Context: an optimization exercise on an open-source flow, tuned for small area and a short achievable clock period. The choices shown serve that exercise and are no tape-out recipe.
The RTL was checked by simulation tests, not by an equivalence proof against the original design.
Power is estimated from default activity; no workload was simulated.

Setup of zinc:
==> flow/design.v <==
`timescale 1ns / 1ps
module TwoToOneMux(input logic [15:0] a, b,
	input logic sel_mux,
	output logic [15:0] out);
    always_comb
	    out <= sel_mux ? b : a;
endmodule
`timescale 1ns / 1ps
module alu(input logic [15:0] I, a, b, mem_rdata,
	input logic is_lw, is_sw, is_add, is_addi, is_and, is_or, is_xor,
	            is_andi, is_slli, is_srai,
	output logic [15:0] wd, sum,
	output logic ovf);
	logic [15:0] y, p, g, sh_in, sh_out;
	logic [15:0] G [0:4];
	logic [15:0] P [0:4];
	logic [16:0] c;
	logic [5:0] nz;
	logic [15:0] mimm, snz, znz;
	logic mem_op, reg_op, sh_ok;
	assign nz = {I[12], I[6:5], I[4:2]};
	assign mimm = {{10{I[5]}}, I[12], I[11:10], I[6], 2'b00};
	assign snz = {{10{nz[5]}}, nz};
	assign znz = {10'd0, nz};
	assign mem_op = is_lw | is_sw;
	assign reg_op = is_add | is_and | is_or | is_xor;
	assign y = ({16{mem_op}} & mimm) | ({16{reg_op}} & b) |
	           ({16{is_addi}} & snz) | ({16{is_andi}} & znz);
	assign p = a ^ y;
	assign g = a & y;
	always_comb begin
		G[0] = g;
		P[0] = p;
		for (int l = 0; l < 4; l++)
			for (int i = 0; i < 16; i++)
				if ((i >> l) & 1) begin
					G[l+1][i] = G[l][i] | (P[l][i] & G[l][((i >> l) << l) - 1]);
					P[l+1][i] = P[l][i] & P[l][((i >> l) << l) - 1];
				end else begin
					G[l+1][i] = G[l][i];
					P[l+1][i] = P[l][i];
				end
	end
	assign c = {G[4], 1'b0};
	assign sum = p ^ c[15:0];
	assign ovf = (mem_op | is_add | is_addi) & ~(a[15] ^ y[15]) & (c[15] ^ a[15]);
	assign sh_ok = nz[5:4] == 2'b00;
	always_comb
		for (int i = 0; i < 16; i++)
			sh_in[i] = is_srai ? a[15 - i] : a[i];
	assign sh_out = sh_in << nz[3:0];
	always_comb begin
		wd = ({16{is_lw}} & mem_rdata) | ({16{is_add | is_addi}} & sum) |
		     ({16{is_and | is_andi | is_or}} & g) | ({16{is_xor | is_or}} & p) |
		     ({16{is_slli & sh_ok}} & sh_out) | {is_srai & a[15], 15'd0};
		for (int i = 0; i < 16; i++)
			wd[i] = wd[i] | (is_srai & sh_ok & sh_out[15 - i]);
	end
endmodule
`timescale 1ns / 1ps
module instruction_decoder(input logic [15:0] I,
    output logic is_lw, is_sw, is_beqz, is_bnez, is_add, is_addi, is_and,
                 is_or, is_xor, is_andi, is_slli, is_srai,
    output logic wen,
    output logic [2:0] waddr);
    logic q0, q2;
    assign q0 = I[15:13] == 3'b000;
    assign q2 = I[15:13] == 3'b100;
    assign is_lw   = I[15:13] == 3'b010;
    assign is_sw   = I[15:13] == 3'b110 && I[1:0] == 2'b00;
    assign is_beqz = I[15:13] == 3'b110 && I[1:0] == 2'b01;
    assign is_bnez = I[15:13] == 3'b111;
    assign is_add  = q2 && I[11:10] == 2'b01 && I[1:0] == 2'b10;
    assign is_srai = q2 && I[11:10] == 2'b01 && I[1:0] == 2'b01;
    assign is_and  = q2 && I[11:10] == 2'b11 && I[6:5] == 2'b11;
    assign is_or   = q2 && I[11:10] == 2'b11 && I[6:5] == 2'b10;
    assign is_xor  = q2 && I[11:10] == 2'b11 && I[6:5] == 2'b01;
    assign is_andi = q2 && I[11:10] == 2'b10;
    assign is_addi = q0 && I[1:0] == 2'b01;
    assign is_slli = q0 && I[1:0] == 2'b10;
    assign wen = is_lw | is_add | is_srai | is_and | is_or | is_xor |
                 is_andi | is_addi | is_slli;
    assign waddr = is_lw ? I[4:2] : I[9:7];
endmodule
`timescale 1ns / 1ps
module mapper(input [15:0] instruction,
              output logic [2:0] rs1,rs2,rd,
              output logic [6:0] immediate,
              output logic [5:0] nzimm,
              output logic [8:0] offset,
              output logic [3:0] opcode);
  always_comb
  begin
  opcode = 4'b1111;  
  nzimm = 0;
  offset = 0;
  immediate = 0;
  rs1=0;
  rs2=0;
  rd=0;
  case(instruction[15:13])
  3'b110:begin 
         case(instruction[1:0])
            2'b00 : begin immediate = {instruction[5],instruction[12],instruction[11:10],instruction[6],2'b00};rs1=instruction[9:7];rs2=instruction[4:2];opcode=4'b0001;end  
            2'b01 : begin offset = {instruction[12],instruction[12],instruction[6:5],instruction[2],instruction[11:10],instruction[4:3]}; rs1=instruction[9:7];opcode=4'b1010; end  
         endcase
           end
  3'b010: begin immediate = {instruction[5],instruction[12],instruction[11:10],instruction[6],2'b00};rs1=instruction[9:7]; rd = instruction[4:2];opcode=4'b0000; end  
  3'b100 : begin
           case(instruction[11:10])
                2'b01 : begin
                        case(instruction[1:0])
                        2'b10: begin rd = instruction[9:7]; rs2 = instruction[4:2];opcode=4'b0010; end  
                        2'b01: begin nzimm = {instruction[12],instruction[6:5],instruction[4:2]};rd = instruction[9:7];rs1=instruction[9:7];opcode= 4'b1000; end  
                        endcase 
                        end                                    
                2'b11 : begin
                        case(instruction[6:5])
                            2'b11: begin rs1 = instruction[9:7]; rd = instruction[9:7];rs2 = instruction[4:2];opcode=4'b0100;end  
                            2'b10: begin rs1 = instruction[9:7]; rd = instruction[9:7]; rs2 = instruction[4:2];opcode=4'b0110;end  
                            2'b01 : begin rs1 = instruction[9:7]; rd = instruction[9:7]; rs2 = instruction[4:2];opcode=4'b0111; end  
                         endcase 
                        end 
                2'b10 : begin immediate = {1'b0,instruction[12],instruction[6:5],instruction[4:2]}; rs1 = instruction[9:7]; rd = instruction[9:7];opcode=4'b0101; end  
            endcase
           end
  3'b000 : begin
           case(instruction[1:0])
                2'b01: begin nzimm = {instruction[12],instruction[6:5],instruction[4:2]};rs1 = instruction[9:7]; rd = instruction[9:7];opcode=4'b0011; end  
                2'b10 : begin nzimm = {instruction[12],instruction[6:5],instruction[4:2]};rd = instruction[9:7];opcode=4'b1001; end  
           endcase 
           end
  3'b111 : begin offset = {instruction[12],instruction[12],instruction[6:5],instruction[2],instruction[11:10],instruction[4:3]}; rs1 = instruction[9:7];opcode=4'b1011; end  
  endcase
  end
endmodule
`timescale 1ns / 1ps
module program_counter(input logic clk, rst, take_branch,
    input logic [7:0] offset,
	output logic [7:0] pc);
	logic [7:0] inc, nxt;
	logic [8:0] c;
	assign inc = take_branch ? offset : 8'd1;
	always_comb begin
		c[0] = 1'b0;
		for (int i = 0; i < 8; i++) begin
			nxt[i] = pc[i] ^ inc[i] ^ c[i];
			c[i+1] = (pc[i] & inc[i]) | (pc[i] & c[i]) | (inc[i] & c[i]);
		end
	end
	always_ff @(posedge clk, posedge rst)
		if (rst) pc <= 0;
		else pc <= nxt;
endmodule
`timescale 1ns / 1ps
module regfile(input logic rst, clk, wr_en,
	input logic [2:0] rd0_addr, rd1_addr, wr_addr,
	input logic [15:0] wr_data,
	output logic [15:0] rd0_data, rd1_data);
	logic [15:0] data [0:7];
	logic [7:0] valid;
	logic [7:0] we, s0, s1;
	always_comb
		for (int i = 0; i < 8; i++) begin
			we[i] = wr_en && wr_addr == i;
			s0[i] = valid[i] && rd0_addr == i;
			s1[i] = valid[i] && rd1_addr == i;
		end
	always_ff @(posedge clk, posedge rst)
		if (rst) valid <= 8'd0;
		else valid <= valid | we;
	always_ff @(posedge clk)
		for (int i = 0; i < 8; i++)
			if (we[i]) data[i] <= wr_data;
	always_comb begin
		rd0_data = 16'd0;
		rd1_data = 16'd0;
		for (int i = 0; i < 8; i++) begin
			rd0_data = rd0_data | ({16{s0[i]}} & data[i]);
			rd1_data = rd1_data | ({16{s1[i]}} & data[i]);
		end
	end
endmodule
`timescale 1ns / 1ps
module cpu16_top(input logic clk,
        input logic reset,
        output logic [7:0] imem_addr,       
        input logic [15:0] imem_rdata,      
        output logic [9:0] dmem_addr,       
        output logic [15:0] dmem_wdata,     
        output logic dmem_we,               
        input logic [15:0] dmem_rdata,      
        output logic ovf_ctrl,
        output logic take_branch
    );
    logic [15:0] I;
    logic [15:0] ra, rb, wd, sum;
    logic [2:0] waddr;
    logic wen;
    logic is_lw, is_sw, is_beqz, is_bnez, is_add, is_addi, is_and, is_or,
          is_xor, is_andi, is_slli, is_srai;
    assign I = imem_rdata;
    instruction_decoder dec(.I(I), .is_lw(is_lw), .is_sw(is_sw),
        .is_beqz(is_beqz), .is_bnez(is_bnez), .is_add(is_add),
        .is_addi(is_addi), .is_and(is_and), .is_or(is_or), .is_xor(is_xor),
        .is_andi(is_andi), .is_slli(is_slli), .is_srai(is_srai),
        .wen(wen), .waddr(waddr));
    regfile rf(.clk(clk), .rst(reset), .wr_en(wen), .wr_addr(waddr),
        .wr_data(wd), .rd0_addr(I[9:7]), .rd1_addr(I[4:2]),
        .rd0_data(ra), .rd1_data(rb));
    alu u_alu(.I(I), .a(ra), .b(rb), .mem_rdata(dmem_rdata),
        .is_lw(is_lw), .is_sw(is_sw), .is_add(is_add), .is_addi(is_addi),
        .is_and(is_and), .is_or(is_or), .is_xor(is_xor), .is_andi(is_andi),
        .is_slli(is_slli), .is_srai(is_srai),
        .wd(wd), .sum(sum), .ovf(ovf_ctrl));
    assign take_branch = (is_beqz & ~|ra) | (is_bnez & |ra);
    program_counter pcu(.clk(clk), .rst(reset), .take_branch(take_branch),
        .offset({I[12], I[6:5], I[2], I[11:10], I[4:3]}), .pc(imem_addr));
    assign dmem_addr = sum[9:0];
    assign dmem_wdata = rb;
    assign dmem_we = is_sw;
endmodule
clock: 15.0 ns
lec_check: 0
cap_margin: 20
core_margin: 2
core_utilization: 40
cts_buf_list: sky130_fd_sc_hd__clkbuf_4 sky130_fd_sc_hd__clkbuf_8
setup_slack_margin: 5
slew_margin: 20
run.sh (not shown) runs the stock make flow with config.mk's settings and CLKGATE_MAP_FILE= SYNTH_SCRIPT=/design/flow/synth_recipe.tcl, a recipe that flattens the netlist after the stock synthesis.
Input-level comparison between maple and zinc:
==> flow/flow/run.sh (new file) <==
#!/bin/bash
set -euo pipefail
cd "$(dirname "$0")/.."
export BUFFER_PORTS_ARGS="-buffer_cell sky130_fd_sc_hd__buf_1"
export SETUP_SLACK_MARGIN=7
bash standard.sh > make.log 2>&1
==> flow/standard.sh (new file) <==
#!/bin/bash
# synth_recipe.tcl (not shown) runs the flow's synth.tcl, then flattens the netlist and writes it again
# the make line also repeats each setting of config.mk as NAME=value (left out here)
make -C /OpenROAD-flow-scripts/flow DESIGN_CONFIG=/design/flow/config.mk WORK_HOME=/design/flow/orfs CLKGATE_MAP_FILE= SYNTH_SCRIPT=/design/flow/synth_recipe.tcl "${@:-finish}"
--- a/flow/config.mk
+++ b/flow/config.mk
@@ -11,2 +10,0 @@
-export CTS_BUF_LIST = sky130_fd_sc_hd__clkbuf_4 sky130_fd_sc_hd__clkbuf_8
-export SETUP_SLACK_MARGIN = 5
removed: flow/run.sh
==> comparison <==
maple | status: complete | timing, DRC, antenna: pass
Going from zinc to maple, total of plain and repair buffers excluding clock buffers grew by more than 10%.
zinc → maple: initial antenna violation count increased by 1 relative to the old numbers; final cycle utilization of the critical path decreased by 3.1 points relative to the old numbers; number of detailed-routing iterations run before antenna repair closely matched the old numbers.
### maple -> tundra
==> flow/run.sh (new file) <==
#!/bin/bash
# synth_recipe.tcl (not shown) runs the flow's synth.tcl, then flattens the netlist and writes it again
# the make line also repeats each setting of config.mk as NAME=value (left out here)
make -C /OpenROAD-flow-scripts/flow DESIGN_CONFIG=/design/flow/config.mk WORK_HOME=/design/flow/orfs CLKGATE_MAP_FILE= SYNTH_SCRIPT=/design/flow/synth_recipe.tcl finish
--- a/flow/config.mk
+++ b/flow/config.mk
@@ -10,0 +11 @@
+export SETUP_SLACK_MARGIN = 5
removed: flow/flow/run.sh
removed: flow/standard.sh
==> run notes <==
As far as effective utilization at floorplan goes, tundra and maple are indistinguishable; the numbers are identical.
Looking at post-place instance area, tundra sits about 3% higher than maple does.
Share of final layout cell area taken by clock buffers and inverters ended up 0.69 points higher on tundra than on maple.
On worst stage delay on the critical path, tundra and maple are neck and neck.
The higher share of power burned in registers came out of maple.
Re total placed cells including tap cells: tundra and maple aren't equal, and the higher value belongs to maple.
Diff maple -> tundra: count of buffers added by post-CTS timing repair for setup has decreased; post-route clock period utilization has increased; number of enable flip-flop cells after synthesis has remained practically unchanged.
Status | tundra and maple | clean

==> what the ideal ports hide <==
The flow's constraints put no driver on any port. The routed layouts listed below were extracted and timed again, unchanged, in two steps.
Step 1, drivers: a clkbuf_16 drives clk and a buf_2 each remaining input, both assumed.
Step 2 times the ports against the registers' clock, not the clock port: input delays grow and output delays shrink by t, the midpoint of the rising clock arrivals with the driver on.
Three values: ideal, step 1, step 2; two values: the first two.
| run | shift t [ns] | setup WS [ns] | cell pins on the clock port's net |
|---|---|---|---|
| zinc | 0.508 | 5.128 / 5.099 / 5.099 | 1 |
| maple | 0.472 | 5.587 / 5.548 / 5.548 | 1 |
| tundra | 0.469 | 5.081 / 5.052 / 5.052 | 1 |
After both steps setup and hold are still met in every run listed. The setup slack of maple, which loses most, moves by -0.039 ns with the drivers and by -0.039 ns with both steps.
